From an optimization exercise on the open Yosys and OpenROAD flow, aimed at small area; shortcuts taken in it are not production practice. Power and IR drop assume default switching activity.

Setup of main:
==> module trdb_packet_emitter, before the edit <==
module trdb_packet_emitter
    (input logic                   clk_i,
     input logic                    clk_en_i,
     input logic                    rst_ni,
     input logic [1:0]              packet_format_i,
     input logic [1:0]              packet_subformat_i,
     input logic [$clog2(XLEN):0]   keep_bits_i,
     input logic                    valid_i,
     input logic                    use_full_addr_i,
     input logic                    interrupt_i,
     input logic [CAUSELEN-1:0]     cause_i,
     input logic [XLEN-1:0]         tval_i,
     input logic [PRIVLEN-1:0]      priv_i,
     input logic [XLEN-1:0]         iaddr_i,
     input logic [CONTEXTLEN-1:0]   context_i,
     input logic                    lc_u_discontinuity_i,
     input logic [30:0]             branch_map_i,
     input logic [4:0]              branch_map_cnt_i,
     input logic                    branch_map_empty_i,
     input logic                    branch_map_full_i,
     input logic                    is_branch_i,
     output logic                   branch_map_flush_o,
     output logic [XLEN-1:0]        diff_addr_o,
     input logic                    shift_i,
     input logic [XLEN-1:0]         step_i,
     input logic                    sw_valid_i,
     input logic [XLEN-1:0]         sw_word_i,
     output logic                   sw_grant_o,
     input logic                    tu_valid_i,
     input logic [TIMER_WIDTH-1:0]  tu_time_i,
     input logic                    tu_fulltime_i,
     output logic                   tu_grant_o,
     output logic [PACKET_LEN-1:0]  packet_bits_o,  
     output logic [3:0]             packet_pb_o,
     output logic                   packet_valid_o);
    logic [PACKET_LEN-1:0]         packet_bits;
    logic [6:0]                    packet_len;
    logic                          packet_gen_valid;
    logic                          branch_map_flush_q;
    logic [XLEN-1:0]               caddr;
    logic [XLEN-1:0]               diff_addr;
    logic [XLEN-1:0]               diff_q, diff_base;
    logic                          addr_emitted;
    logic                          off1, off9, off17, off25, off31;
    logic [5:0]                    branch_off;
    logic                          no_addr;
    logic                          is_branch_pkt;
    typedef enum logic [2:0] {SH2, SH4, SH10, SH18, SH26, SH34, SH40} shift_e;
    shift_e                        shift;
    logic [TIMER_WIDTH-1:0]        value;
    logic [PACKET_LEN-1:0]         placed;
    logic [PACKET_LEN-1:0]         fields;
    assign branch_map_flush_o = branch_map_flush_q;
    assign addr_emitted = valid_i && !(is_branch_pkt && no_addr);
    assign diff_base    = addr_emitted ? '0 : diff_q;
    always_comb begin: branch_map_offset
        off1  = branch_map_cnt_i == 1;
        off9  = branch_map_cnt_i >= 2  && branch_map_cnt_i <= 9;
        off17 = branch_map_cnt_i >= 10 && branch_map_cnt_i <= 17;
        off25 = branch_map_cnt_i >= 18 && branch_map_cnt_i <= 25;
        off31 = !(off1 || off9 || off17 || off25);
        branch_off = off1 ? 6'd1 : off9 ? 6'd9 : off17 ? 6'd17 :
                     off25 ? 6'd25 : 6'd31;
    end
    assign diff_addr   = diff_q;
    assign diff_addr_o = diff_addr;
    always_comb begin: compress_address
       caddr = (use_full_addr_i || packet_format_i == F_BRANCH_FULL) ?
               iaddr_i : diff_addr;
    end
    assign is_branch_pkt = !packet_format_i[1];
    assign no_addr       = off31 && branch_map_full_i && !lc_u_discontinuity_i;
    always_comb begin: select_value
        value = '0;
        shift = SH2;
        if (valid_i) begin
            if (packet_format_i == F_SYNC) begin
                value = {8'b0, iaddr_i};
                shift = SH10;
            end else if (packet_format_i == F_ADDR_ONLY) begin
                value = {8'b0, caddr};
                shift = SH4;
            end else begin
                value = no_addr ? '0 : {8'b0, caddr};
                shift = off1 ? SH10 : off9 ? SH18 : off17 ? SH26 :
                        off25 ? SH34 : SH40;
            end
        end else if (sw_valid_i) begin
            value = {8'b0, sw_word_i};
        end else if (tu_valid_i) begin
            value = tu_time_i;
        end
    end
    always_comb begin: place_value
        case (shift)
        SH2:     placed = PACKET_LEN'({value, 2'b0});
        SH4:     placed = PACKET_LEN'({value, 4'b0});
        SH10:    placed = PACKET_LEN'({value, 10'b0});
        SH18:    placed = PACKET_LEN'({value, 18'b0});
        SH26:    placed = PACKET_LEN'({value, 26'b0});
        SH34:    placed = PACKET_LEN'({value, 34'b0});
        default: placed = PACKET_LEN'({value, 40'b0});
        endcase
    end
    always_comb begin: fixed_fields
        fields = '0;
        if (valid_i) begin
            fields[1:0] = W_TRACE;
            fields[3:2] = packet_format_i;
            if (is_branch_pkt) begin
                fields[8:4]  = no_addr ? 5'b0 : branch_map_cnt_i;
                fields[39:9] = branch_map_i;
            end else if (packet_format_i == F_SYNC) begin
                fields[5:4] = packet_subformat_i;
                fields[8:6] = priv_i;
                fields[9]   = is_branch_i;
                if (packet_subformat_i == SF_EXCEPTION)
                    fields[47:42] = {interrupt_i, cause_i};
            end
        end else if (sw_valid_i) begin
            fields[1:0] = W_SOFTWARE;
        end else if (tu_valid_i) begin
            fields[1:0] = W_TIME;
        end
    end
    always_comb begin: packet_length
        packet_len = 7'd0;
        if (valid_i) begin
            if (packet_format_i == F_SYNC)
                packet_len = (packet_subformat_i == SF_EXCEPTION) ? 7'd48 : 7'd42;
            else if (packet_format_i == F_ADDR_ONLY)
                packet_len = 7'd4 + 7'(keep_bits_i);
            else if (no_addr)
                packet_len = 7'd40;
            else
                packet_len = 7'd9 + 7'(branch_off) + 7'(keep_bits_i);
        end else if (sw_valid_i) begin
            packet_len = 7'd34;
        end else begin
            packet_len = 7'd42;
        end
    end
    assign packet_bits      = placed | fields;
    assign packet_gen_valid = valid_i || sw_valid_i || tu_valid_i;
    assign sw_grant_o       = !valid_i && sw_valid_i;
    assign tu_grant_o       = !valid_i && !sw_valid_i && tu_valid_i;
    assign packet_bits_o  = packet_bits;
    assign packet_pb_o    = 4'((packet_len + 7'd3) >> 3);
    assign packet_valid_o = packet_gen_valid;
    always_ff @(posedge clk_i, negedge rst_ni) begin
        if(~rst_ni) begin
            branch_map_flush_q <= '0;
            diff_q             <= '0;
        end else if(clk_en_i) begin
            branch_map_flush_q <= valid_i;
            diff_q <= diff_base + (shift_i ? step_i : '0);
        end
    end
endmodule  
clock: 11.0 ns
lec_check: 0
cap_margin: 20
core_margin: 2
core_utilization: 40
slew_margin: 20
standard.sh (not shown) runs the stock make flow with config.mk's settings and CLKGATE_MAP_FILE= SYNTH_SCRIPT=/design/flow/synth_recipe.tcl, a recipe that flattens the netlist after the stock synthesis.
==> flow/flow/run.sh <==
#!/bin/bash
# Own flow: the standard layout, except that
#  - synthesis maps the combinational logic with an area oriented abc script
#    (flow/area.abc); the flip-flops are mapped as in the standard synthesis;
#  - the ports are buffered with the smallest buffer;
#  - clock tree synthesis clusters more sinks per buffer and adds no dummy
#    loads.
set -euo pipefail
work=$(pwd)
export AREA_ABC_SCRIPT=$work/flow/area.abc
bash standard.sh SYNTH_SCRIPT=$work/flow/synth.tcl synth > synth.log 2>&1
bash standard.sh \
  "BUFFER_PORTS_ARGS=-buffer_cell sky130_fd_sc_hd__buf_1" \
  "CTS_ARGS=-sink_clustering_enable -repair_clock_nets -dont_use_dummy_load -sink_clustering_size 24 -sink_clustering_max_diameter 100" \
  > layout.log 2>&1
==> flow/flow/area.abc <==
&get -n
&st
&deepsyn -T 120
&dch -f
&nf -R 1000
&put
==> flow/flow/synth.tcl <==
# The standard flow's synthesis script (synth_recipe.tcl) with an area oriented abc script:
# the same passes and flip-flop mapping; only the combinational mapping
# differs.
proc synth {args} { yosys synth -nofsm -noshare {*}$args }
proc abc {args} {
  set i [lsearch -exact $args -script]
  if {$i >= 0} { lset args [expr {$i+1}] $::env(AREA_ABC_SCRIPT) }
  yosys abc {*}$args
}
source $::env(SCRIPTS_DIR)/synth.tcl
# left out here: clear keep_hierarchy, flatten, clean up, hide names made inside functions, write 1_2_yosys.v
In main the implementation ran to completion but is not tape-out ready, as the final checks report negative setup slack.
Edits applied to the flow inputs when going from main to the feature branch:
diff --git a/flow/design.v b/flow/design.v
--- a/flow/design.v
+++ b/flow/design.v
@@ -1266,9 +1266,9 @@
     logic                          packet_gen_valid;
     logic                          branch_map_flush_q;
     logic [XLEN-1:0]               caddr;
     logic [XLEN-1:0]               diff_addr;
-    logic [XLEN-1:0]               diff_q, diff_base;
+    logic [XLEN-1:0]               diff_q;
     logic                          addr_emitted;
     logic                          off1, off9, off17, off25, off31;
     logic [5:0]                    branch_off;
     logic                          no_addr;
@@ -1279,9 +1279,8 @@
     logic [PACKET_LEN-1:0]         placed;
     logic [PACKET_LEN-1:0]         fields;
     assign branch_map_flush_o = branch_map_flush_q;
     assign addr_emitted = valid_i && !(is_branch_pkt && no_addr);
-    assign diff_base    = addr_emitted ? '0 : diff_q;
     always_comb begin: branch_map_offset
         off1  = branch_map_cnt_i == 1;
         off9  = branch_map_cnt_i >= 2  && branch_map_cnt_i <= 9;
         off17 = branch_map_cnt_i >= 10 && branch_map_cnt_i <= 17;
@@ -1380,9 +1379,12 @@
             branch_map_flush_q <= '0;
             diff_q             <= '0;
         end else if(clk_en_i) begin
             branch_map_flush_q <= valid_i;
-            diff_q <= diff_base + (shift_i ? step_i : '0);
+            if (addr_emitted)
+                diff_q <= shift_i ? step_i : '0;
+            else if (shift_i)
+                diff_q <= diff_q + step_i;
         end
     end
 endmodule  
 import trdb_pkg::*;
==> run notes <==
The feature branch completed end to end with timing, DRC and antenna clean. Compared with main, the feature branch shows a lower relative contribution of sequential cells to total power. [compare] base=main new=the feature branch: total power of the final layout rose about 3%; post-cts sizing count shrank by 44; part of the total power dissipated in combinational logic moved up. Looking at the feature branch and main, the met1 demand-to-capacity share in global routing is a wash. Compared with main, the feature branch shows a lower critical path depth. In the feature branch, share of final-layout standard cells stronger than drive strength 1 is lower than in main. As far as share of synthesized cell area in full adder, half adder and majority cells is concerned, main and the feature branch perform about the same.
Function was not checked in any run of this note: the RTL went through the layout flow alone.

-- separate check: timing with driven ports --
How much do the figures lean on ideal ports? The routed layouts below were timed once more, with nothing changed but the port constraints. Step 1 sets driving cells, clkbuf_16 on the clock port and buf_2 on the other inputs (assumed; they add their load-dependent delay and slew). Step 2 also shifts input and output timing later by t, the mid clock arrival at the registers, as if the neighbouring blocks saw the same clock. a / b / c = ideal / step 1 / step 2; a / b = the first two.
run	shift t [ns]	setup slack, ns	latest minus earliest clock arrival (ns)	worst register clock-pin slew, ns
main	0.655	-0.060 / -0.030 / -0.685	0.061 / 0.061	0.10 / 0.10
the feature branch	0.641	1.872 / 1.872 / 1.469	0.104 / 0.104	0.10 / 0.10
The setup slack of main, which loses most, moves by +0.030 ns with the drivers and by -0.625 ns with both steps.
